Context: an optimization exercise on an open-source flow, tuned for small area and a short achievable clock period. The choices shown serve that exercise and are no tape-out recipe.
Function not checked in this run: the RTL went through the layout flow alone.
Power is estimated from default activity; no workload was simulated.

## design/flow/config.mk

```make
export PLATFORM = sky130hd
export DESIGN_NAME = PE
export DESIGN_NICKNAME = PE
export VERILOG_FILES = /design/flow/design.v
export SDC_FILE = /design/flow/constraint.sdc
export NUM_CORES = 4
export LEC_CHECK = 0
export CAP_MARGIN = 20
export CORE_MARGIN = 2
export CORE_UTILIZATION = 40
export PLACE_DENSITY = 0.6
export SETUP_SLACK_MARGIN = 3
export SLEW_MARGIN = 20
export SYNTH_HIERARCHICAL = 1
export SYNTH_MINIMUM_KEEP_SIZE = 0
```

## design/flow/standard.sh

```bash
#!/bin/bash
# synth_recipe.tcl (not shown) runs the flow's synth.tcl, then flattens the netlist and writes it again
# the make line also repeats each setting of config.mk as NAME=value (left out here)
make -C /OpenROAD-flow-scripts/flow DESIGN_CONFIG=/design/flow/config.mk WORK_HOME=/design/flow/orfs CLKGATE_MAP_FILE= SYNTH_SCRIPT=/design/flow/synth_recipe.tcl "${@:-finish}"
```

## design/flow/constraint.sdc

```tcl
create_clock -name core_clock -period 8.0 [get_ports {clk}]
set_input_delay 1.6000 -clock core_clock [delete_from_list [all_inputs] [get_ports {clk}]]
set_output_delay 1.6000 -clock core_clock [all_outputs]
set_load 0.01 [all_outputs]
```

## design/flow/flow/downsize.tcl

```tcl
# Sourced after the synthesized netlist is loaded (POST_SYNTH_TCL): set every
# combinational cell to its smallest (_1) drive strength; the later timing repair
# sizes up the cells that need it. Flip-flops are left as synthesis made them.
set db [ord::get_db]
set n 0
foreach inst [[ord::get_db_block] getInsts] {
  set m [[$inst getMaster] getName]
  if {[regexp {^(sky130_fd_sc_hd__[a-z0-9]+)_([0-9]+)$} $m -> base d]} {
    if {[string match "*__df*" $base] || [string match "*__dl*" $base] || [string match "*__sdf*" $base]} { continue }
    if {$d > 1} {
      set nm [$db findMaster ${base}_1]
      if {$nm ne "NULL" && $nm ne ""} { $inst swapMaster $nm; incr n }
    }
  }
}
puts "downsize.tcl: set $n cells to drive strength 1"
```

## design/flow/flow/run.sh

```bash
#!/bin/bash
# Standard ORFS layout with two changes:
#  - port buffers use the smallest buffer cell (buffer_ports' default pick is clkdlybuf4s50_1);
#  - after synthesis every combinational cell starts at drive strength 1 (flow/downsize.tcl),
#    and timing repair sizes up only what the timing needs.
set -euo pipefail
export BUFFER_PORTS_ARGS="-buffer_cell sky130_fd_sc_hd__buf_1"
export POST_SYNTH_TCL="$(pwd)/flow/downsize.tcl"
bash standard.sh finish > standard_flow.log 2>&1
```

## design/flow/design.v

```verilog
module PE (
    input  wire               clk,
    input  wire               rst,
    input  wire               en,
    input  wire               mode_residual,
    input  wire signed [15:0] input_data,
    input  wire signed [15:0] weight_data,
    input  wire signed [15:0] residual_data,
    output reg  signed [15:0] output_data,
    output wire               input_sparse,
    output wire               weight_sparse,
    output wire               computation_skipped,
    output reg         [15:0] sparse_count,
    output reg         [15:0] total_count
);
    assign input_sparse  = (input_data[15:4] == 12'h000) |
                           ((input_data[15:4] == 12'hfff) & (input_data[3:0] != 4'h0));
    assign weight_sparse = (weight_data[15:4] == 12'h000) |
                           ((weight_data[15:4] == 12'hfff) & (weight_data[3:0] != 4'h0));
    assign computation_skipped = input_sparse | weight_sparse;
    wire mac = en & ~computation_skipped;
    reg  [15:0] acc_s;
    reg  [15:0] acc_c;
    reg         acc_x;
    wire [15:0] an = ~input_data;
    wire [15:0] bn = ~weight_data;
    wire pp_0_0;
    nr2 u_pp0_0 (.a(an[0]), .b(bn[0]), .y(pp_0_0));
    wire pp_0_1;
    nr2 u_pp0_1 (.a(an[0]), .b(bn[1]), .y(pp_0_1));
    wire pp_0_2;
    nr2 u_pp0_2 (.a(an[0]), .b(bn[2]), .y(pp_0_2));
    wire pp_0_3;
    nr2 u_pp0_3 (.a(an[0]), .b(bn[3]), .y(pp_0_3));
    wire pp_0_4;
    nr2 u_pp0_4 (.a(an[0]), .b(bn[4]), .y(pp_0_4));
    wire pp_0_5;
    nr2 u_pp0_5 (.a(an[0]), .b(bn[5]), .y(pp_0_5));
    wire pp_0_6;
    nr2 u_pp0_6 (.a(an[0]), .b(bn[6]), .y(pp_0_6));
    wire pp_0_7;
    nr2 u_pp0_7 (.a(an[0]), .b(bn[7]), .y(pp_0_7));
    wire pp_0_8;
    nr2 u_pp0_8 (.a(an[0]), .b(bn[8]), .y(pp_0_8));
    wire pp_0_9;
    nr2 u_pp0_9 (.a(an[0]), .b(bn[9]), .y(pp_0_9));
    wire pp_0_10;
    nr2 u_pp0_10 (.a(an[0]), .b(bn[10]), .y(pp_0_10));
    wire pp_0_11;
    nr2 u_pp0_11 (.a(an[0]), .b(bn[11]), .y(pp_0_11));
    wire pp_0_12;
    nr2 u_pp0_12 (.a(an[0]), .b(bn[12]), .y(pp_0_12));
    wire pp_0_13;
    nr2 u_pp0_13 (.a(an[0]), .b(bn[13]), .y(pp_0_13));
    wire pp_0_14;
    nr2 u_pp0_14 (.a(an[0]), .b(bn[14]), .y(pp_0_14));
    wire pp_0_15;
    nr2 u_pp0_15 (.a(an[0]), .b(bn[15]), .y(pp_0_15));
    wire pp_1_0;
    nr2 u_pp1_0 (.a(an[1]), .b(bn[0]), .y(pp_1_0));
    wire pp_1_1;
    nr2 u_pp1_1 (.a(an[1]), .b(bn[1]), .y(pp_1_1));
    wire pp_1_2;
    nr2 u_pp1_2 (.a(an[1]), .b(bn[2]), .y(pp_1_2));
    wire pp_1_3;
    nr2 u_pp1_3 (.a(an[1]), .b(bn[3]), .y(pp_1_3));
    wire pp_1_4;
    nr2 u_pp1_4 (.a(an[1]), .b(bn[4]), .y(pp_1_4));
    wire pp_1_5;
    nr2 u_pp1_5 (.a(an[1]), .b(bn[5]), .y(pp_1_5));
    wire pp_1_6;
    nr2 u_pp1_6 (.a(an[1]), .b(bn[6]), .y(pp_1_6));
    wire pp_1_7;
    nr2 u_pp1_7 (.a(an[1]), .b(bn[7]), .y(pp_1_7));
    wire pp_1_8;
    nr2 u_pp1_8 (.a(an[1]), .b(bn[8]), .y(pp_1_8));
    wire pp_1_9;
    nr2 u_pp1_9 (.a(an[1]), .b(bn[9]), .y(pp_1_9));
    wire pp_1_10;
    nr2 u_pp1_10 (.a(an[1]), .b(bn[10]), .y(pp_1_10));
    wire pp_1_11;
    nr2 u_pp1_11 (.a(an[1]), .b(bn[11]), .y(pp_1_11));
    wire pp_1_12;
    nr2 u_pp1_12 (.a(an[1]), .b(bn[12]), .y(pp_1_12));
    wire pp_1_13;
    nr2 u_pp1_13 (.a(an[1]), .b(bn[13]), .y(pp_1_13));
    wire pp_1_14;
    nr2 u_pp1_14 (.a(an[1]), .b(bn[14]), .y(pp_1_14));
    wire pp_2_0;
    nr2 u_pp2_0 (.a(an[2]), .b(bn[0]), .y(pp_2_0));
    wire pp_2_1;
    nr2 u_pp2_1 (.a(an[2]), .b(bn[1]), .y(pp_2_1));
    wire pp_2_2;
    nr2 u_pp2_2 (.a(an[2]), .b(bn[2]), .y(pp_2_2));
    wire pp_2_3;
    nr2 u_pp2_3 (.a(an[2]), .b(bn[3]), .y(pp_2_3));
    wire pp_2_4;
    nr2 u_pp2_4 (.a(an[2]), .b(bn[4]), .y(pp_2_4));
    wire pp_2_5;
    nr2 u_pp2_5 (.a(an[2]), .b(bn[5]), .y(pp_2_5));
    wire pp_2_6;
    nr2 u_pp2_6 (.a(an[2]), .b(bn[6]), .y(pp_2_6));
    wire pp_2_7;
    nr2 u_pp2_7 (.a(an[2]), .b(bn[7]), .y(pp_2_7));
    wire pp_2_8;
    nr2 u_pp2_8 (.a(an[2]), .b(bn[8]), .y(pp_2_8));
    wire pp_2_9;
    nr2 u_pp2_9 (.a(an[2]), .b(bn[9]), .y(pp_2_9));
    wire pp_2_10;
    nr2 u_pp2_10 (.a(an[2]), .b(bn[10]), .y(pp_2_10));
    wire pp_2_11;
    nr2 u_pp2_11 (.a(an[2]), .b(bn[11]), .y(pp_2_11));
    wire pp_2_12;
    nr2 u_pp2_12 (.a(an[2]), .b(bn[12]), .y(pp_2_12));
    wire pp_2_13;
    nr2 u_pp2_13 (.a(an[2]), .b(bn[13]), .y(pp_2_13));
    wire pp_3_0;
    nr2 u_pp3_0 (.a(an[3]), .b(bn[0]), .y(pp_3_0));
    wire pp_3_1;
    nr2 u_pp3_1 (.a(an[3]), .b(bn[1]), .y(pp_3_1));
    wire pp_3_2;
    nr2 u_pp3_2 (.a(an[3]), .b(bn[2]), .y(pp_3_2));
    wire pp_3_3;
    nr2 u_pp3_3 (.a(an[3]), .b(bn[3]), .y(pp_3_3));
    wire pp_3_4;
    nr2 u_pp3_4 (.a(an[3]), .b(bn[4]), .y(pp_3_4));
    wire pp_3_5;
    nr2 u_pp3_5 (.a(an[3]), .b(bn[5]), .y(pp_3_5));
    wire pp_3_6;
    nr2 u_pp3_6 (.a(an[3]), .b(bn[6]), .y(pp_3_6));
    wire pp_3_7;
    nr2 u_pp3_7 (.a(an[3]), .b(bn[7]), .y(pp_3_7));
    wire pp_3_8;
    nr2 u_pp3_8 (.a(an[3]), .b(bn[8]), .y(pp_3_8));
    wire pp_3_9;
    nr2 u_pp3_9 (.a(an[3]), .b(bn[9]), .y(pp_3_9));
    wire pp_3_10;
    nr2 u_pp3_10 (.a(an[3]), .b(bn[10]), .y(pp_3_10));
    wire pp_3_11;
    nr2 u_pp3_11 (.a(an[3]), .b(bn[11]), .y(pp_3_11));
    wire pp_3_12;
    nr2 u_pp3_12 (.a(an[3]), .b(bn[12]), .y(pp_3_12));
    wire pp_4_0;
    nr2 u_pp4_0 (.a(an[4]), .b(bn[0]), .y(pp_4_0));
    wire pp_4_1;
    nr2 u_pp4_1 (.a(an[4]), .b(bn[1]), .y(pp_4_1));
    wire pp_4_2;
    nr2 u_pp4_2 (.a(an[4]), .b(bn[2]), .y(pp_4_2));
    wire pp_4_3;
    nr2 u_pp4_3 (.a(an[4]), .b(bn[3]), .y(pp_4_3));
    wire pp_4_4;
    nr2 u_pp4_4 (.a(an[4]), .b(bn[4]), .y(pp_4_4));
    wire pp_4_5;
    nr2 u_pp4_5 (.a(an[4]), .b(bn[5]), .y(pp_4_5));
    wire pp_4_6;
    nr2 u_pp4_6 (.a(an[4]), .b(bn[6]), .y(pp_4_6));
    wire pp_4_7;
    nr2 u_pp4_7 (.a(an[4]), .b(bn[7]), .y(pp_4_7));
    wire pp_4_8;
    nr2 u_pp4_8 (.a(an[4]), .b(bn[8]), .y(pp_4_8));
    wire pp_4_9;
    nr2 u_pp4_9 (.a(an[4]), .b(bn[9]), .y(pp_4_9));
    wire pp_4_10;
    nr2 u_pp4_10 (.a(an[4]), .b(bn[10]), .y(pp_4_10));
    wire pp_4_11;
    nr2 u_pp4_11 (.a(an[4]), .b(bn[11]), .y(pp_4_11));
    wire pp_5_0;
    nr2 u_pp5_0 (.a(an[5]), .b(bn[0]), .y(pp_5_0));
    wire pp_5_1;
    nr2 u_pp5_1 (.a(an[5]), .b(bn[1]), .y(pp_5_1));
    wire pp_5_2;
    nr2 u_pp5_2 (.a(an[5]), .b(bn[2]), .y(pp_5_2));
    wire pp_5_3;
    nr2 u_pp5_3 (.a(an[5]), .b(bn[3]), .y(pp_5_3));
    wire pp_5_4;
    nr2 u_pp5_4 (.a(an[5]), .b(bn[4]), .y(pp_5_4));
    wire pp_5_5;
    nr2 u_pp5_5 (.a(an[5]), .b(bn[5]), .y(pp_5_5));
    wire pp_5_6;
    nr2 u_pp5_6 (.a(an[5]), .b(bn[6]), .y(pp_5_6));
    wire pp_5_7;
    nr2 u_pp5_7 (.a(an[5]), .b(bn[7]), .y(pp_5_7));
    wire pp_5_8;
    nr2 u_pp5_8 (.a(an[5]), .b(bn[8]), .y(pp_5_8));
    wire pp_5_9;
    nr2 u_pp5_9 (.a(an[5]), .b(bn[9]), .y(pp_5_9));
    wire pp_5_10;
    nr2 u_pp5_10 (.a(an[5]), .b(bn[10]), .y(pp_5_10));
    wire pp_6_0;
    nr2 u_pp6_0 (.a(an[6]), .b(bn[0]), .y(pp_6_0));
    wire pp_6_1;
    nr2 u_pp6_1 (.a(an[6]), .b(bn[1]), .y(pp_6_1));
    wire pp_6_2;
    nr2 u_pp6_2 (.a(an[6]), .b(bn[2]), .y(pp_6_2));
    wire pp_6_3;
    nr2 u_pp6_3 (.a(an[6]), .b(bn[3]), .y(pp_6_3));
    wire pp_6_4;
    nr2 u_pp6_4 (.a(an[6]), .b(bn[4]), .y(pp_6_4));
    wire pp_6_5;
    nr2 u_pp6_5 (.a(an[6]), .b(bn[5]), .y(pp_6_5));
    wire pp_6_6;
    nr2 u_pp6_6 (.a(an[6]), .b(bn[6]), .y(pp_6_6));
    wire pp_6_7;
    nr2 u_pp6_7 (.a(an[6]), .b(bn[7]), .y(pp_6_7));
    wire pp_6_8;
    nr2 u_pp6_8 (.a(an[6]), .b(bn[8]), .y(pp_6_8));
    wire pp_6_9;
    nr2 u_pp6_9 (.a(an[6]), .b(bn[9]), .y(pp_6_9));
    wire pp_7_0;
    nr2 u_pp7_0 (.a(an[7]), .b(bn[0]), .y(pp_7_0));
    wire pp_7_1;
    nr2 u_pp7_1 (.a(an[7]), .b(bn[1]), .y(pp_7_1));
    wire pp_7_2;
    nr2 u_pp7_2 (.a(an[7]), .b(bn[2]), .y(pp_7_2));
    wire pp_7_3;
    nr2 u_pp7_3 (.a(an[7]), .b(bn[3]), .y(pp_7_3));
    wire pp_7_4;
    nr2 u_pp7_4 (.a(an[7]), .b(bn[4]), .y(pp_7_4));
    wire pp_7_5;
    nr2 u_pp7_5 (.a(an[7]), .b(bn[5]), .y(pp_7_5));
    wire pp_7_6;
    nr2 u_pp7_6 (.a(an[7]), .b(bn[6]), .y(pp_7_6));
    wire pp_7_7;
    nr2 u_pp7_7 (.a(an[7]), .b(bn[7]), .y(pp_7_7));
    wire pp_7_8;
    nr2 u_pp7_8 (.a(an[7]), .b(bn[8]), .y(pp_7_8));
    wire pp_8_0;
    nr2 u_pp8_0 (.a(an[8]), .b(bn[0]), .y(pp_8_0));
    wire pp_8_1;
    nr2 u_pp8_1 (.a(an[8]), .b(bn[1]), .y(pp_8_1));
    wire pp_8_2;
    nr2 u_pp8_2 (.a(an[8]), .b(bn[2]), .y(pp_8_2));
    wire pp_8_3;
    nr2 u_pp8_3 (.a(an[8]), .b(bn[3]), .y(pp_8_3));
    wire pp_8_4;
    nr2 u_pp8_4 (.a(an[8]), .b(bn[4]), .y(pp_8_4));
    wire pp_8_5;
    nr2 u_pp8_5 (.a(an[8]), .b(bn[5]), .y(pp_8_5));
    wire pp_8_6;
    nr2 u_pp8_6 (.a(an[8]), .b(bn[6]), .y(pp_8_6));
    wire pp_8_7;
    nr2 u_pp8_7 (.a(an[8]), .b(bn[7]), .y(pp_8_7));
    wire pp_9_0;
    nr2 u_pp9_0 (.a(an[9]), .b(bn[0]), .y(pp_9_0));
    wire pp_9_1;
    nr2 u_pp9_1 (.a(an[9]), .b(bn[1]), .y(pp_9_1));
    wire pp_9_2;
    nr2 u_pp9_2 (.a(an[9]), .b(bn[2]), .y(pp_9_2));
    wire pp_9_3;
    nr2 u_pp9_3 (.a(an[9]), .b(bn[3]), .y(pp_9_3));
    wire pp_9_4;
    nr2 u_pp9_4 (.a(an[9]), .b(bn[4]), .y(pp_9_4));
    wire pp_9_5;
    nr2 u_pp9_5 (.a(an[9]), .b(bn[5]), .y(pp_9_5));
    wire pp_9_6;
    nr2 u_pp9_6 (.a(an[9]), .b(bn[6]), .y(pp_9_6));
    wire pp_10_0;
    nr2 u_pp10_0 (.a(an[10]), .b(bn[0]), .y(pp_10_0));
    wire pp_10_1;
    nr2 u_pp10_1 (.a(an[10]), .b(bn[1]), .y(pp_10_1));
    wire pp_10_2;
    nr2 u_pp10_2 (.a(an[10]), .b(bn[2]), .y(pp_10_2));
    wire pp_10_3;
    nr2 u_pp10_3 (.a(an[10]), .b(bn[3]), .y(pp_10_3));
    wire pp_10_4;
    nr2 u_pp10_4 (.a(an[10]), .b(bn[4]), .y(pp_10_4));
    wire pp_10_5;
    nr2 u_pp10_5 (.a(an[10]), .b(bn[5]), .y(pp_10_5));
    wire pp_11_0;
    nr2 u_pp11_0 (.a(an[11]), .b(bn[0]), .y(pp_11_0));
    wire pp_11_1;
    nr2 u_pp11_1 (.a(an[11]), .b(bn[1]), .y(pp_11_1));
    wire pp_11_2;
    nr2 u_pp11_2 (.a(an[11]), .b(bn[2]), .y(pp_11_2));
    wire pp_11_3;
    nr2 u_pp11_3 (.a(an[11]), .b(bn[3]), .y(pp_11_3));
    wire pp_11_4;
    nr2 u_pp11_4 (.a(an[11]), .b(bn[4]), .y(pp_11_4));
    wire pp_12_0;
    nr2 u_pp12_0 (.a(an[12]), .b(bn[0]), .y(pp_12_0));
    wire pp_12_1;
    nr2 u_pp12_1 (.a(an[12]), .b(bn[1]), .y(pp_12_1));
    wire pp_12_2;
    nr2 u_pp12_2 (.a(an[12]), .b(bn[2]), .y(pp_12_2));
    wire pp_12_3;
    nr2 u_pp12_3 (.a(an[12]), .b(bn[3]), .y(pp_12_3));
    wire pp_13_0;
    nr2 u_pp13_0 (.a(an[13]), .b(bn[0]), .y(pp_13_0));
    wire pp_13_1;
    nr2 u_pp13_1 (.a(an[13]), .b(bn[1]), .y(pp_13_1));
    wire pp_13_2;
    nr2 u_pp13_2 (.a(an[13]), .b(bn[2]), .y(pp_13_2));
    wire pp_14_0;
    nr2 u_pp14_0 (.a(an[14]), .b(bn[0]), .y(pp_14_0));
    wire pp_14_1;
    nr2 u_pp14_1 (.a(an[14]), .b(bn[1]), .y(pp_14_1));
    wire pp_15_0;
    nr2 u_pp15_0 (.a(an[15]), .b(bn[0]), .y(pp_15_0));
    wire hs0, hc0;
    ha u_ha0 (.a(acc_c[11]), .b(acc_s[11]), .s(hs0), .co(hc0));
    wire fs0, fc0;
    fa u_fa0 (.a(acc_c[12]), .b(acc_s[12]), .c(pp_0_12), .s(fs0), .co(fc0));
    wire hs1, hc1;
    ha u_ha1 (.a(pp_10_2), .b(pp_11_1), .s(hs1), .co(hc1));
    wire fs1, fc1;
    fa u_fa1 (.a(acc_c[13]), .b(acc_s[13]), .c(pp_0_13), .s(fs1), .co(fc1));
    wire fs2, fc2;
    fa u_fa2 (.a(pp_10_3), .b(pp_11_2), .c(pp_12_1), .s(fs2), .co(fc2));
    wire hs2, hc2;
    ha u_ha2 (.a(pp_13_0), .b(pp_1_12), .s(hs2), .co(hc2));
    wire fs3, fc3;
    fa u_fa3 (.a(acc_c[14]), .b(acc_s[14]), .c(pp_0_14), .s(fs3), .co(fc3));
    wire fs4, fc4;
    fa u_fa4 (.a(pp_10_4), .b(pp_11_3), .c(pp_12_2), .s(fs4), .co(fc4));
    wire fs5, fc5;
    fa u_fa5 (.a(pp_13_1), .b(pp_14_0), .c(pp_1_13), .s(fs5), .co(fc5));
    wire hs3, hc3;
    ha u_ha3 (.a(pp_2_12), .b(pp_3_11), .s(hs3), .co(hc3));
    wire fs6, fc6;
    fa u_fa6 (.a(acc_c[8]), .b(acc_s[8]), .c(acc_x), .s(fs6), .co(fc6));
    wire hs4, hc4;
    ha u_ha4 (.a(pp_0_8), .b(pp_1_7), .s(hs4), .co(hc4));
    wire fs7, fc7;
    fa u_fa7 (.a(acc_c[9]), .b(acc_s[9]), .c(pp_0_9), .s(fs7), .co(fc7));
    wire fs8, fc8;
    fa u_fa8 (.a(pp_1_8), .b(pp_2_7), .c(pp_3_6), .s(fs8), .co(fc8));
    wire hs5, hc5;
    ha u_ha5 (.a(pp_4_5), .b(pp_5_4), .s(hs5), .co(hc5));
    wire fs9, fc9;
    fa u_fa9 (.a(acc_c[10]), .b(acc_s[10]), .c(pp_0_10), .s(fs9), .co(fc9));
    wire fs10, fc10;
    fa u_fa10 (.a(pp_10_0), .b(pp_1_9), .c(pp_2_8), .s(fs10), .co(fc10));
    wire fs11, fc11;
    fa u_fa11 (.a(pp_3_7), .b(pp_4_6), .c(pp_5_5), .s(fs11), .co(fc11));
    wire hs6, hc6;
    ha u_ha6 (.a(pp_6_4), .b(pp_7_3), .s(hs6), .co(hc6));
    wire fs12, fc12;
    fa u_fa12 (.a(hs0), .b(pp_0_11), .c(pp_10_1), .s(fs12), .co(fc12));
    wire fs13, fc13;
    fa u_fa13 (.a(pp_11_0), .b(pp_1_10), .c(pp_2_9), .s(fs13), .co(fc13));
    wire fs14, fc14;
    fa u_fa14 (.a(pp_3_8), .b(pp_4_7), .c(pp_5_6), .s(fs14), .co(fc14));
    wire fs15, fc15;
    fa u_fa15 (.a(pp_6_5), .b(pp_7_4), .c(pp_8_3), .s(fs15), .co(fc15));
    wire fs16, fc16;
    fa u_fa16 (.a(hc0), .b(pp_12_0), .c(pp_1_11), .s(fs16), .co(fc16));
    wire fs17, fc17;
    fa u_fa17 (.a(pp_2_10), .b(pp_3_9), .c(pp_4_8), .s(fs17), .co(fc17));
    wire fs18, fc18;
    fa u_fa18 (.a(pp_5_7), .b(pp_6_6), .c(pp_7_5), .s(fs18), .co(fc18));
    wire fs19, fc19;
    fa u_fa19 (.a(pp_8_4), .b(pp_9_3), .c(hs1), .s(fs19), .co(fc19));
    wire fs20, fc20;
    fa u_fa20 (.a(pp_2_11), .b(pp_3_10), .c(pp_4_9), .s(fs20), .co(fc20));
    wire fs21, fc21;
    fa u_fa21 (.a(pp_5_8), .b(pp_6_7), .c(pp_7_6), .s(fs21), .co(fc21));
    wire fs22, fc22;
    fa u_fa22 (.a(pp_8_5), .b(pp_9_4), .c(hc1), .s(fs22), .co(fc22));
    wire fs23, fc23;
    fa u_fa23 (.a(hs2), .b(fc0), .c(fs1), .s(fs23), .co(fc23));
    wire fs24, fc24;
    fa u_fa24 (.a(pp_4_10), .b(pp_5_9), .c(pp_6_8), .s(fs24), .co(fc24));
    wire fs25, fc25;
    fa u_fa25 (.a(pp_7_7), .b(pp_8_6), .c(pp_9_5), .s(fs25), .co(fc25));
    wire fs26, fc26;
    fa u_fa26 (.a(hc2), .b(hs3), .c(fc1), .s(fs26), .co(fc26));
    wire fs27, fc27;
    fa u_fa27 (.a(fc2), .b(fs3), .c(fs4), .s(fs27), .co(fc27));
    wire hs7, hc7;
    ha u_ha7 (.a(acc_s[5]), .b(pp_0_5), .s(hs7), .co(hc7));
    wire fs28, fc28;
    fa u_fa28 (.a(acc_s[6]), .b(pp_0_6), .c(pp_1_5), .s(fs28), .co(fc28));
    wire hs8, hc8;
    ha u_ha8 (.a(pp_2_4), .b(pp_3_3), .s(hs8), .co(hc8));
    wire fs29, fc29;
    fa u_fa29 (.a(acc_s[7]), .b(pp_0_7), .c(pp_1_6), .s(fs29), .co(fc29));
    wire fs30, fc30;
    fa u_fa30 (.a(pp_2_5), .b(pp_3_4), .c(pp_4_3), .s(fs30), .co(fc30));
    wire hs9, hc9;
    ha u_ha9 (.a(pp_5_2), .b(pp_6_1), .s(hs9), .co(hc9));
    wire fs31, fc31;
    fa u_fa31 (.a(fs6), .b(pp_2_6), .c(pp_3_5), .s(fs31), .co(fc31));
    wire fs32, fc32;
    fa u_fa32 (.a(pp_4_4), .b(pp_5_3), .c(pp_6_2), .s(fs32), .co(fc32));
    wire fs33, fc33;
    fa u_fa33 (.a(pp_7_1), .b(pp_8_0), .c(hs4), .s(fs33), .co(fc33));
    wire fs34, fc34;
    fa u_fa34 (.a(fc6), .b(pp_6_3), .c(pp_7_2), .s(fs34), .co(fc34));
    wire fs35, fc35;
    fa u_fa35 (.a(pp_8_1), .b(pp_9_0), .c(hc4), .s(fs35), .co(fc35));
    wire fs36, fc36;
    fa u_fa36 (.a(hs5), .b(fs7), .c(fs8), .s(fs36), .co(fc36));
    wire fs37, fc37;
    fa u_fa37 (.a(pp_8_2), .b(pp_9_1), .c(hc5), .s(fs37), .co(fc37));
    wire fs38, fc38;
    fa u_fa38 (.a(hs6), .b(fc7), .c(fc8), .s(fs38), .co(fc38));
    wire fs39, fc39;
    fa u_fa39 (.a(fs10), .b(fs11), .c(fs9), .s(fs39), .co(fc39));
    wire fs40, fc40;
    fa u_fa40 (.a(pp_9_2), .b(hc6), .c(fc10), .s(fs40), .co(fc40));
    wire fs41, fc41;
    fa u_fa41 (.a(fc11), .b(fc9), .c(fs12), .s(fs41), .co(fc41));
    wire fs42, fc42;
    fa u_fa42 (.a(fs13), .b(fs14), .c(fs15), .s(fs42), .co(fc42));
    wire fs43, fc43;
    fa u_fa43 (.a(fc12), .b(fc13), .c(fc14), .s(fs43), .co(fc43));
    wire fs44, fc44;
    fa u_fa44 (.a(fc15), .b(fs0), .c(fs16), .s(fs44), .co(fc44));
    wire fs45, fc45;
    fa u_fa45 (.a(fs17), .b(fs18), .c(fs19), .s(fs45), .co(fc45));
    wire fs46, fc46;
    fa u_fa46 (.a(fc16), .b(fc17), .c(fc18), .s(fs46), .co(fc46));
    wire fs47, fc47;
    fa u_fa47 (.a(fs2), .b(fs20), .c(fs21), .s(fs47), .co(fc47));
    wire fs48, fc48;
    fa u_fa48 (.a(fc19), .b(fs22), .c(fs23), .s(fs48), .co(fc48));
    wire fs49, fc49;
    fa u_fa49 (.a(fc20), .b(fc21), .c(fs24), .s(fs49), .co(fc49));
    wire fs50, fc50;
    fa u_fa50 (.a(fs25), .b(fs5), .c(fc22), .s(fs50), .co(fc50));
    wire fs51, fc51;
    fa u_fa51 (.a(fc23), .b(fs26), .c(fs27), .s(fs51), .co(fc51));
    wire hs10, hc10;
    ha u_ha10 (.a(acc_s[3]), .b(pp_0_3), .s(hs10), .co(hc10));
    wire fs52, fc52;
    fa u_fa52 (.a(acc_s[4]), .b(pp_0_4), .c(pp_1_3), .s(fs52), .co(fc52));
    wire hs11, hc11;
    ha u_ha11 (.a(pp_2_2), .b(pp_3_1), .s(hs11), .co(hc11));
    wire fs53, fc53;
    fa u_fa53 (.a(pp_1_4), .b(pp_2_3), .c(pp_3_2), .s(fs53), .co(fc53));
    wire fs54, fc54;
    fa u_fa54 (.a(pp_4_1), .b(pp_5_0), .c(hs7), .s(fs54), .co(fc54));
    wire fs55, fc55;
    fa u_fa55 (.a(pp_4_2), .b(pp_5_1), .c(pp_6_0), .s(fs55), .co(fc55));
    wire fs56, fc56;
    fa u_fa56 (.a(hc7), .b(hs8), .c(fs28), .s(fs56), .co(fc56));
    wire fs57, fc57;
    fa u_fa57 (.a(pp_7_0), .b(hc8), .c(hs9), .s(fs57), .co(fc57));
    wire fs58, fc58;
    fa u_fa58 (.a(fc28), .b(fs29), .c(fs30), .s(fs58), .co(fc58));
    wire fs59, fc59;
    fa u_fa59 (.a(hc9), .b(fc29), .c(fc30), .s(fs59), .co(fc59));
    wire fs60, fc60;
    fa u_fa60 (.a(fs31), .b(fs32), .c(fs33), .s(fs60), .co(fc60));
    wire fs61, fc61;
    fa u_fa61 (.a(fc31), .b(fc32), .c(fs34), .s(fs61), .co(fc61));
    wire fs62, fc62;
    fa u_fa62 (.a(fc33), .b(fs35), .c(fs36), .s(fs62), .co(fc62));
    wire fs63, fc63;
    fa u_fa63 (.a(fc34), .b(fc35), .c(fs37), .s(fs63), .co(fc63));
    wire fs64, fc64;
    fa u_fa64 (.a(fc36), .b(fs38), .c(fs39), .s(fs64), .co(fc64));
    wire fs65, fc65;
    fa u_fa65 (.a(fc37), .b(fc38), .c(fc39), .s(fs65), .co(fc65));
    wire fs66, fc66;
    fa u_fa66 (.a(fs40), .b(fs41), .c(fs42), .s(fs66), .co(fc66));
    wire fs67, fc67;
    fa u_fa67 (.a(fc40), .b(fc41), .c(fc42), .s(fs67), .co(fc67));
    wire fs68, fc68;
    fa u_fa68 (.a(fs43), .b(fs44), .c(fs45), .s(fs68), .co(fc68));
    wire fs69, fc69;
    fa u_fa69 (.a(fc43), .b(fc44), .c(fs46), .s(fs69), .co(fc69));
    wire fs70, fc70;
    fa u_fa70 (.a(fs47), .b(fc45), .c(fs48), .s(fs70), .co(fc70));
    wire fs71, fc71;
    fa u_fa71 (.a(fc46), .b(fc47), .c(fs49), .s(fs71), .co(fc71));
    wire fs72, fc72;
    fa u_fa72 (.a(fs50), .b(fc48), .c(fs51), .s(fs72), .co(fc72));
    wire hs12, hc12;
    ha u_ha12 (.a(acc_s[2]), .b(pp_0_2), .s(hs12), .co(hc12));
    wire fs73, fc73;
    fa u_fa73 (.a(pp_1_2), .b(pp_2_1), .c(pp_3_0), .s(fs73), .co(fc73));
    wire fs74, fc74;
    fa u_fa74 (.a(pp_4_0), .b(hc10), .c(hs11), .s(fs74), .co(fc74));
    wire fs75, fc75;
    fa u_fa75 (.a(hc11), .b(fc52), .c(fs53), .s(fs75), .co(fc75));
    wire fs76, fc76;
    fa u_fa76 (.a(fc53), .b(fs55), .c(fc54), .s(fs76), .co(fc76));
    wire fs77, fc77;
    fa u_fa77 (.a(fc55), .b(fs57), .c(fc56), .s(fs77), .co(fc77));
    wire fs78, fc78;
    fa u_fa78 (.a(fc57), .b(fc58), .c(fs59), .s(fs78), .co(fc78));
    wire fs79, fc79;
    fa u_fa79 (.a(fc59), .b(fs61), .c(fc60), .s(fs79), .co(fc79));
    wire fs80, fc80;
    fa u_fa80 (.a(fc61), .b(fs63), .c(fc62), .s(fs80), .co(fc80));
    wire fs81, fc81;
    fa u_fa81 (.a(fc63), .b(fc64), .c(fs65), .s(fs81), .co(fc81));
    wire fs82, fc82;
    fa u_fa82 (.a(fc65), .b(fc66), .c(fs67), .s(fs82), .co(fc82));
    wire fs83, fc83;
    fa u_fa83 (.a(fc67), .b(fs69), .c(fc68), .s(fs83), .co(fc83));
    wire fs84, fc84;
    fa u_fa84 (.a(fc69), .b(fs71), .c(fc70), .s(fs84), .co(fc84));
    wire hs13, hc13;
    ha u_ha13 (.a(acc_s[1]), .b(pp_0_1), .s(hs13), .co(hc13));
    wire fs85, fc85;
    fa u_fa85 (.a(pp_1_1), .b(pp_2_0), .c(hs12), .s(fs85), .co(fc85));
    wire fs86, fc86;
    fa u_fa86 (.a(hc12), .b(hs10), .c(fs73), .s(fs86), .co(fc86));
    wire fs87, fc87;
    fa u_fa87 (.a(fc73), .b(fs52), .c(fs74), .s(fs87), .co(fc87));
    wire fs88, fc88;
    fa u_fa88 (.a(fc74), .b(fs54), .c(fs75), .s(fs88), .co(fc88));
    wire fs89, fc89;
    fa u_fa89 (.a(fc75), .b(fs56), .c(fs76), .s(fs89), .co(fc89));
    wire fs90, fc90;
    fa u_fa90 (.a(fs58), .b(fc76), .c(fs77), .s(fs90), .co(fc90));
    wire fs91, fc91;
    fa u_fa91 (.a(fs60), .b(fc77), .c(fs78), .s(fs91), .co(fc91));
    wire fs92, fc92;
    fa u_fa92 (.a(fc78), .b(fs62), .c(fs79), .s(fs92), .co(fc92));
    wire fs93, fc93;
    fa u_fa93 (.a(fs64), .b(fc79), .c(fs80), .s(fs93), .co(fc93));
    wire fs94, fc94;
    fa u_fa94 (.a(fs66), .b(fc80), .c(fs81), .s(fs94), .co(fc94));
    wire fs95, fc95;
    fa u_fa95 (.a(fs68), .b(fc81), .c(fs82), .s(fs95), .co(fc95));
    wire fs96, fc96;
    fa u_fa96 (.a(fc82), .b(fs70), .c(fs83), .s(fs96), .co(fc96));
    wire fs97, fc97;
    fa u_fa97 (.a(fs72), .b(fc83), .c(fs84), .s(fs97), .co(fc97));
    wire xs0;
    xo2 u_xo0 (.a(acc_s[15]), .b(pp_0_15), .y(xs0));
    wire xs1;
    xo2 u_xo1 (.a(pp_10_5), .b(pp_11_4), .y(xs1));
    wire xs2;
    xo2 u_xo2 (.a(pp_12_3), .b(pp_13_2), .y(xs2));
    wire xs3;
    xo2 u_xo3 (.a(pp_14_1), .b(pp_15_0), .y(xs3));
    wire xs4;
    xo2 u_xo4 (.a(pp_1_14), .b(pp_2_13), .y(xs4));
    wire xs5;
    xo2 u_xo5 (.a(pp_3_12), .b(pp_4_11), .y(xs5));
    wire xs6;
    xo2 u_xo6 (.a(pp_5_10), .b(pp_6_9), .y(xs6));
    wire xs7;
    xo2 u_xo7 (.a(pp_7_8), .b(pp_8_7), .y(xs7));
    wire xs8;
    xo2 u_xo8 (.a(pp_9_6), .b(xs0), .y(xs8));
    wire xs9;
    xo2 u_xo9 (.a(xs1), .b(xs2), .y(xs9));
    wire xs10;
    xo2 u_xo10 (.a(xs3), .b(xs4), .y(xs10));
    wire xs11;
    xo2 u_xo11 (.a(xs5), .b(xs6), .y(xs11));
    wire xs12;
    xo2 u_xo12 (.a(xs7), .b(hc3), .y(xs12));
    wire xs13;
    xo2 u_xo13 (.a(fc24), .b(fc25), .y(xs13));
    wire xs14;
    xo2 u_xo14 (.a(fc3), .b(fc4), .y(xs14));
    wire xs15;
    xo2 u_xo15 (.a(fc5), .b(xs10), .y(xs15));
    wire xs16;
    xo2 u_xo16 (.a(xs11), .b(xs8), .y(xs16));
    wire xs17;
    xo2 u_xo17 (.a(xs9), .b(xs12), .y(xs17));
    wire xs18;
    xo2 u_xo18 (.a(xs13), .b(xs14), .y(xs18));
    wire xs19;
    xo2 u_xo19 (.a(xs15), .b(xs16), .y(xs19));
    wire xs20;
    xo2 u_xo20 (.a(xs17), .b(fc26), .y(xs20));
    wire xs21;
    xo2 u_xo21 (.a(xs18), .b(xs19), .y(xs21));
    wire xs22;
    xo2 u_xo22 (.a(fc27), .b(fc49), .y(xs22));
    wire xs23;
    xo2 u_xo23 (.a(xs20), .b(xs21), .y(xs23));
    wire xs24;
    xo2 u_xo24 (.a(fc50), .b(xs22), .y(xs24));
    wire xs25;
    xo2 u_xo25 (.a(xs23), .b(xs24), .y(xs25));
    wire xs26;
    xo2 u_xo26 (.a(fc51), .b(fc71), .y(xs26));
    wire xs27;
    xo2 u_xo27 (.a(xs25), .b(xs26), .y(xs27));
    wire xs28;
    xo2 u_xo28 (.a(xs27), .b(fc72), .y(xs28));
    wire xs29;
    xo2 u_xo29 (.a(xs28), .b(fc84), .y(xs29));
    wire xs30;
    xo2 u_xo30 (.a(xs29), .b(fc97), .y(xs30));
    wire hs14, hc14;
    ha u_ha14 (.a(acc_s[0]), .b(pp_0_0), .s(hs14), .co(hc14));
    wire fs98, fc98;
    fa u_fa98 (.a(pp_1_0), .b(hc14), .c(hs13), .s(fs98), .co(fc98));
    wire fs99, fc99;
    fa u_fa99 (.a(hc13), .b(fc98), .c(fs85), .s(fs99), .co(fc99));
    wire fs100, fc100;
    fa u_fa100 (.a(fc85), .b(fs86), .c(fc99), .s(fs100), .co(fc100));
    wire fs101, fc101;
    fa u_fa101 (.a(fc86), .b(fs87), .c(fc100), .s(fs101), .co(fc101));
    wire fs102, fc102;
    fa u_fa102 (.a(fc87), .b(fs88), .c(fc101), .s(fs102), .co(fc102));
    wire fs103, fc103;
    fa u_fa103 (.a(fc88), .b(fs89), .c(fc102), .s(fs103), .co(fc103));
    wire fs104, fc104;
    fa u_fa104 (.a(fc89), .b(fs90), .c(fc103), .s(fs104), .co(fc104));
    wire [15:0] row0 = {xs30, fc96, fc95, fc94, fc93, fc92, fc91, fc90, fs104, fs103, fs102, fs101, fs100, fs99, fs98, hs14};
    wire [15:0] row1 = {1'b0, fs97, fs96, fs95, fs94, fs93, fs92, fs91, 1'b0, 1'b0, 1'b0, 1'b0, 1'b0, 1'b0, 1'b0, 1'b0};
    wire        rowx = fc104;    
    wire [15:0] res_g = residual_data & {16{mode_residual}};
    wire hs15, hc15;
    ha u_ha15 (.a(acc_c[8]), .b(acc_s[8]), .s(hs15), .co(hc15));
    wire hs16, hc16;
    ha u_ha16 (.a(acc_c[9]), .b(acc_s[9]), .s(hs16), .co(hc16));
    wire hs17, hc17;
    ha u_ha17 (.a(acc_c[10]), .b(acc_s[10]), .s(hs17), .co(hc17));
    wire hs18, hc18;
    ha u_ha18 (.a(acc_c[11]), .b(acc_s[11]), .s(hs18), .co(hc18));
    wire hs19, hc19;
    ha u_ha19 (.a(acc_c[12]), .b(acc_s[12]), .s(hs19), .co(hc19));
    wire hs20, hc20;
    ha u_ha20 (.a(acc_c[13]), .b(acc_s[13]), .s(hs20), .co(hc20));
    wire hs21, hc21;
    ha u_ha21 (.a(acc_c[14]), .b(acc_s[14]), .s(hs21), .co(hc21));
    wire hs22, hc22;
    ha u_ha22 (.a(acc_x), .b(hs15), .s(hs22), .co(hc22));
    wire fs105, fc105;
    fa u_fa105 (.a(hc15), .b(hs16), .c(res_g[9]), .s(fs105), .co(fc105));
    wire fs106, fc106;
    fa u_fa106 (.a(hc16), .b(hs17), .c(res_g[10]), .s(fs106), .co(fc106));
    wire fs107, fc107;
    fa u_fa107 (.a(hc17), .b(hs18), .c(res_g[11]), .s(fs107), .co(fc107));
    wire fs108, fc108;
    fa u_fa108 (.a(hc18), .b(hs19), .c(res_g[12]), .s(fs108), .co(fc108));
    wire fs109, fc109;
    fa u_fa109 (.a(hc19), .b(hs20), .c(res_g[13]), .s(fs109), .co(fc109));
    wire fs110, fc110;
    fa u_fa110 (.a(hc20), .b(hs21), .c(res_g[14]), .s(fs110), .co(fc110));
    wire xs31;
    xo2 u_xo31 (.a(acc_s[15]), .b(hc21), .y(xs31));
    wire xs32;
    xo2 u_xo32 (.a(res_g[15]), .b(xs31), .y(xs32));
    wire xs33;
    xo2 u_xo33 (.a(xs32), .b(fc110), .y(xs33));
    wire [15:0] out0 = {xs33, fc109, fc108, fc107, fc106, fc105, hc22, res_g[8], acc_s[7], acc_s[6], acc_s[5], acc_s[4], acc_s[3], acc_s[2], acc_s[1], acc_s[0]};
    wire [15:0] out1 = {1'b0, fs110, fs109, fs108, fs107, fs106, fs105, hs22, res_g[7], res_g[6], res_g[5], res_g[4], res_g[3], res_g[2], res_g[1], res_g[0]};
    wire [15:0] out_nx = out0 + out1;
    wire [15:0] acc_s_d, acc_c_d, out_d;
    mx2 u_ms0 (.s(mac), .a1(row0[0]), .a0(acc_s[0]), .y(acc_s_d[0]));
    mx2 u_ms1 (.s(mac), .a1(row0[1]), .a0(acc_s[1]), .y(acc_s_d[1]));
    mx2 u_ms2 (.s(mac), .a1(row0[2]), .a0(acc_s[2]), .y(acc_s_d[2]));
    mx2 u_ms3 (.s(mac), .a1(row0[3]), .a0(acc_s[3]), .y(acc_s_d[3]));
    mx2 u_ms4 (.s(mac), .a1(row0[4]), .a0(acc_s[4]), .y(acc_s_d[4]));
    mx2 u_ms5 (.s(mac), .a1(row0[5]), .a0(acc_s[5]), .y(acc_s_d[5]));
    mx2 u_ms6 (.s(mac), .a1(row0[6]), .a0(acc_s[6]), .y(acc_s_d[6]));
    mx2 u_ms7 (.s(mac), .a1(row0[7]), .a0(acc_s[7]), .y(acc_s_d[7]));
    mx2 u_ms8 (.s(mac), .a1(row0[8]), .a0(acc_s[8]), .y(acc_s_d[8]));
    mx2 u_ms9 (.s(mac), .a1(row0[9]), .a0(acc_s[9]), .y(acc_s_d[9]));
    mx2 u_ms10 (.s(mac), .a1(row0[10]), .a0(acc_s[10]), .y(acc_s_d[10]));
    mx2 u_ms11 (.s(mac), .a1(row0[11]), .a0(acc_s[11]), .y(acc_s_d[11]));
    mx2 u_ms12 (.s(mac), .a1(row0[12]), .a0(acc_s[12]), .y(acc_s_d[12]));
    mx2 u_ms13 (.s(mac), .a1(row0[13]), .a0(acc_s[13]), .y(acc_s_d[13]));
    mx2 u_ms14 (.s(mac), .a1(row0[14]), .a0(acc_s[14]), .y(acc_s_d[14]));
    mx2 u_ms15 (.s(mac), .a1(row0[15]), .a0(acc_s[15]), .y(acc_s_d[15]));
    mx2 u_mc8 (.s(mac), .a1(row1[8]), .a0(acc_c[8]), .y(acc_c_d[8]));
    mx2 u_mc9 (.s(mac), .a1(row1[9]), .a0(acc_c[9]), .y(acc_c_d[9]));
    mx2 u_mc10 (.s(mac), .a1(row1[10]), .a0(acc_c[10]), .y(acc_c_d[10]));
    mx2 u_mc11 (.s(mac), .a1(row1[11]), .a0(acc_c[11]), .y(acc_c_d[11]));
    mx2 u_mc12 (.s(mac), .a1(row1[12]), .a0(acc_c[12]), .y(acc_c_d[12]));
    mx2 u_mc13 (.s(mac), .a1(row1[13]), .a0(acc_c[13]), .y(acc_c_d[13]));
    mx2 u_mc14 (.s(mac), .a1(row1[14]), .a0(acc_c[14]), .y(acc_c_d[14]));
    wire acc_x_d;
    mx2 u_mx (.s(mac), .a1(rowx), .a0(acc_x), .y(acc_x_d));
    mx2 u_mo0 (.s(en), .a1(out_nx[0]), .a0(output_data[0]), .y(out_d[0]));
    mx2 u_mo1 (.s(en), .a1(out_nx[1]), .a0(output_data[1]), .y(out_d[1]));
    mx2 u_mo2 (.s(en), .a1(out_nx[2]), .a0(output_data[2]), .y(out_d[2]));
    mx2 u_mo3 (.s(en), .a1(out_nx[3]), .a0(output_data[3]), .y(out_d[3]));
    mx2 u_mo4 (.s(en), .a1(out_nx[4]), .a0(output_data[4]), .y(out_d[4]));
    mx2 u_mo5 (.s(en), .a1(out_nx[5]), .a0(output_data[5]), .y(out_d[5]));
    mx2 u_mo6 (.s(en), .a1(out_nx[6]), .a0(output_data[6]), .y(out_d[6]));
    mx2 u_mo7 (.s(en), .a1(out_nx[7]), .a0(output_data[7]), .y(out_d[7]));
    mx2 u_mo8 (.s(en), .a1(out_nx[8]), .a0(output_data[8]), .y(out_d[8]));
    mx2 u_mo9 (.s(en), .a1(out_nx[9]), .a0(output_data[9]), .y(out_d[9]));
    mx2 u_mo10 (.s(en), .a1(out_nx[10]), .a0(output_data[10]), .y(out_d[10]));
    mx2 u_mo11 (.s(en), .a1(out_nx[11]), .a0(output_data[11]), .y(out_d[11]));
    mx2 u_mo12 (.s(en), .a1(out_nx[12]), .a0(output_data[12]), .y(out_d[12]));
    mx2 u_mo13 (.s(en), .a1(out_nx[13]), .a0(output_data[13]), .y(out_d[13]));
    mx2 u_mo14 (.s(en), .a1(out_nx[14]), .a0(output_data[14]), .y(out_d[14]));
    mx2 u_mo15 (.s(en), .a1(out_nx[15]), .a0(output_data[15]), .y(out_d[15]));
    always @(posedge clk or posedge rst) begin
        if (rst) begin
            acc_s <= 16'd0;
            acc_c <= 16'd0;
            acc_x <= 1'b0;
            output_data <= 16'd0;
            sparse_count <= 16'd0;
            total_count <= 16'd0;
        end else begin
            total_count  <= total_count + {15'd0, en};
            sparse_count <= sparse_count + {15'd0, en & computation_skipped};
            acc_s <= acc_s_d;
            acc_c[8] <= acc_c_d[8];
            acc_c[9] <= acc_c_d[9];
            acc_c[10] <= acc_c_d[10];
            acc_c[11] <= acc_c_d[11];
            acc_c[12] <= acc_c_d[12];
            acc_c[13] <= acc_c_d[13];
            acc_c[14] <= acc_c_d[14];
            acc_x <= acc_x_d;
            output_data <= out_d;
        end
    end
endmodule
module fa (input wire a, input wire b, input wire c, output wire s, output wire co);
    assign s = a ^ b ^ c;
    assign co = (a & b) | (a & c) | (b & c);
endmodule
module ha (input wire a, input wire b, output wire s, output wire co);
    assign s = a ^ b;
    assign co = a & b;
endmodule
module xo2 (input wire a, input wire b, output wire y);
    assign y = a ^ b;
endmodule
module nr2 (input wire a, input wire b, output wire y);
    assign y = ~(a | b);
endmodule
module mx2 (input wire s, input wire a1, input wire a0, output wire y);
    assign y = s ? a1 : a0;
endmodule
```

==> impl_metrics.py <==
metrics = {
    "outcome": {
        "outcome": "complete, no violations",
    },
    "cells_and_area": {
        "antenna_cells": 0,
        "areaGrowthSynthToFinish_pct": 17.57,
        "drive_above_1_share_pct": 9.294,
        "design_area_mm2": 0.008423,
        "nNetsFinal": 1008,
        "fillers": 1650,
    },
    "worst_hold_path": {
        "hp-class": "register to register",
        "hold_start": "sparse_count[15]",
        "worstHoldEndpoint": "sparse_count[15]",
        "hold_depth": 1,
    },
    "detailed_routing": {
        "routedWlPerCell_um": 16.60,
        "wl_um": 17130,
        "antenna_left": 0,
        "drt_first_pass_iters": 4,
        "vias": 5258,
        "drc": 0,
        "drt-vias-per-instance": 5.095,
        "dr.first_iter.drc_count": 260,
    },
    "floorplan": {
        "fp.coreArea_mm2": 0.01742,
        "start_util_pct": 41.14,
        "die_area_mm2": 0.01900,
        "fp.dieW_um": 137.8,
        "dieHeight_um": 137.8,
        "num_io_pins": 103,
        "num_rows": 48,
    },
    "power": {
        "power_leakage_nw": 3.891,
        "powerDensity_mw_per_mm2": 392.5,
        "ir_worst_vdd_mv": 0.2641,
    },
    "timing": {
        "fin_setup_tns_ns": 0,
        "fin_crit_sh_pct": 62.28,
        "maxSlewHeadroom_pct": 36.52,
        "setup_viol": 0,
        "maxSlewViolCount": 0,
        "rsz0062_at_grt": "yes",
        "fin_crit_ns": 4.983,
        "fin_skew_ns": 0.01150,
        "fmax_ghz": 0.2007,
        "tightestPinTransition_ns": 0.9522,
        "finalHoldViolCount": 0,
    },
    "synth": {
        "syn-cell-area_mm2": 0.007164,
        "postSynthCellCount": 666,
        "synth_fp_nets": 872,
        "postSynthAreaPerCell_um2": 10.76,
        "yosys_warnings": 7,
    },
    "worst_setup_path": {
        "worstPathRequired_ns": 8.23,
        "start_kind": "input port",
        "r2r_slack_ns": 4.07,
        "cp_data_arrival_time_ns": 5.22,
        "r2r_cells": 9,
        "worstSetupEndpointType": "register",
        "path_max_fanout": 3,
        "reg2reg_from": "acc_s[2]",
        "r2r-end": "acc_s[7]",
        "critical_path_class": "input port to register",
    },
    "clocking": {
        "clock-sinks": 72,
        "clk_latency_ns": 0.35,
        "cts_buffers": 9,
        "cts.reportedPaths.clkPinSlew_ns": 0.06,
        "cts_buffer_depth": 2,
        "htree_levels": 3,
        "hold_buffers": 0,
        "cts_tree": "yes",
        "cts_root_buffer": "clkbuf_16",
    },
    "flow_run": {
        "max-cap-violations": 0,
    },
    "global_routing": {
        "track_usage_pct": 19.64,
        "grt.overflow.total": 0,
        "busiest_layer": "met2",
        "antenna_found_initial": 0,
        "grt_use_met2_pct": 33.80,
        "grt_util_met1_pct": 24.85,
        "grt_max_degree": 73,
        "grt_pass1_vias": 5564,
        "grt_pass1_wl_um": 28250,
        "met3_usage_pct": 3.569,
    },
    "placed_design": {
        "dpl-instance-area_mm2": 0.007863,
        "place_hpwl_um": 13120,
        "port_buffers": 102,
        "gp_congestion": 0.8705,
    },
}
## what timing repair did
| action | CTS | global route |
|---|---|---|
| pin swaps | 0 | 8 |
| endpoints found under the setup margin | 4 | 4 |
| endpoints found under the hold margin | 0 | 0 |
| gates resized for setup | 3 | 26 |
| setup buffers | 20 | 5 |
## cell type report
type	count	area [um2]	area share, %
multi-input combinational	552	5254	62.37
sequential	72	1802	21.39
timing repair buffer	130	633.1	7.516
tap	225	281.5	3.342
clock buffer	9	225.2	2.674
inverter	37	165.2	1.961
clock inverter	7	62.56	0.7427
## power by group
group / switching (W) / internal [W]
sequential: 0.000121 / 0.000510
clock: 0.000185 / 0.000216
combinational: 0.00116 / 0.00111
total: 0.00147 / 0.00184
## worst max-delay path, cell delays in order
cell        delay, ns
buf_8            0.08
clkinvlp_4       0.10
nor2_2           0.13
ha_1             0.25
fa_1             0.49
fa_2             0.38
fa_2             0.39
fa_2             0.38
fa_2             0.38
fa_2             0.37
fa_2             0.40
mux2_4           0.26
## how the worst max path moves through the flow
stage	cells past startpoint	from	slack [ns]	to
floorplan	11	input_data[0]	2.90	acc_s[7]
global placement	12	input_data[0]	2.46	acc_s[7]
detailed placement	12	input_data[0]	2.44	acc_s[7]
CTS	12	input_data[0]	3.01	acc_s[7]
global route	12	weight_data[2]	2.95	acc_s[7]
finish	12	weight_data[2]	3.02	acc_s[7]
## per-layer routing
metal / vias up / part of all wire, %
met2: 127 / 50
met3: 26 / 4.7
met1: 2635 / 43
li1: 2470 / -
met5: - / 0
met4: 0 / 2.4
## cell usage in the layout (no fill, tap or decap), types with 3 or more instances in the layout
| cell type | n |
|---|---|
| nor2_1 | 145 |
| fa_1 | 103 |
| buf_1 | 96 |
| dfrtp_1 | 72 |
| xor2_1 | 46 |
| ha_1 | 42 |
| mux2_1 | 39 |
| inv_1 | 29 |
| xnor2_1 | 28 |
| buf_4 | 26 |
| nand2_1 | 23 |
| nand3_1 | 18 |
| and2_1 | 17 |
| nand4_1 | 11 |
| a21oi_1 | 11 |
| nor4_1 | 10 |
| fa_2 | 9 |
| clkbuf_16 | 9 |
| clkinvlp_4 | 8 |
| and3_1 | 6 |
| nor2_2 | 6 |
| o21ai_0 | 4 |
| clkbuf_2 | 4 |
| a31oi_1 | 3 |
| nor3_1 | 3 |
| o22ai_1 | 3 |
| clkinv_4 | 3 |
## flip-flops by register name, summed over array words and instances, names as in the netlist
name,flops
total_count,16
output_data,16
sparse_count,16
acc_x,1
acc_c,7
acc_s,16
## through the flow
step,cells,power [W],hold slack (ns),util (%),setup slack [ns]
2_1_floorplan,666,0.002402,0.4892,-,2.900
3_3_place_gp,991,0.002882,0.4587,45.14,2.457
3_5_place_dp,991,0.002925,0.4660,45.14,2.444
4_1_cts,1027,0.003355,0.4769,47.79,3.014
5_1_grt,1032,0.003749,0.4965,48.36,2.951
6_report,1032,0.003306,0.4659,48.36,3.017

## re-timing with driven ports
The flow's constraints put no driver on any port. The routed layout listed below was extracted and timed again, unchanged, in two steps.
Step 1 assumes that a clkbuf_16 drives the clock port and a buf_2 every other input.
Step 2 moves the port delays by t, midway between the first and last clock arrival at a register: inputs arrive t later, outputs are due t later. That takes back most of the time a late clock gives input paths.
a / b / c = no drivers / after step 1 / after step 2; a / b = the first two.
t (ns): 0.393
slack for setup (ns): 3.017 / 3.003 / 2.611
hold slack, ns: 0.466 / 0.466 / 0.466
After both steps this run still meets setup and hold. For this run, drivers alone change the setup slack by -0.014 ns; drivers and shift together by -0.406 ns.
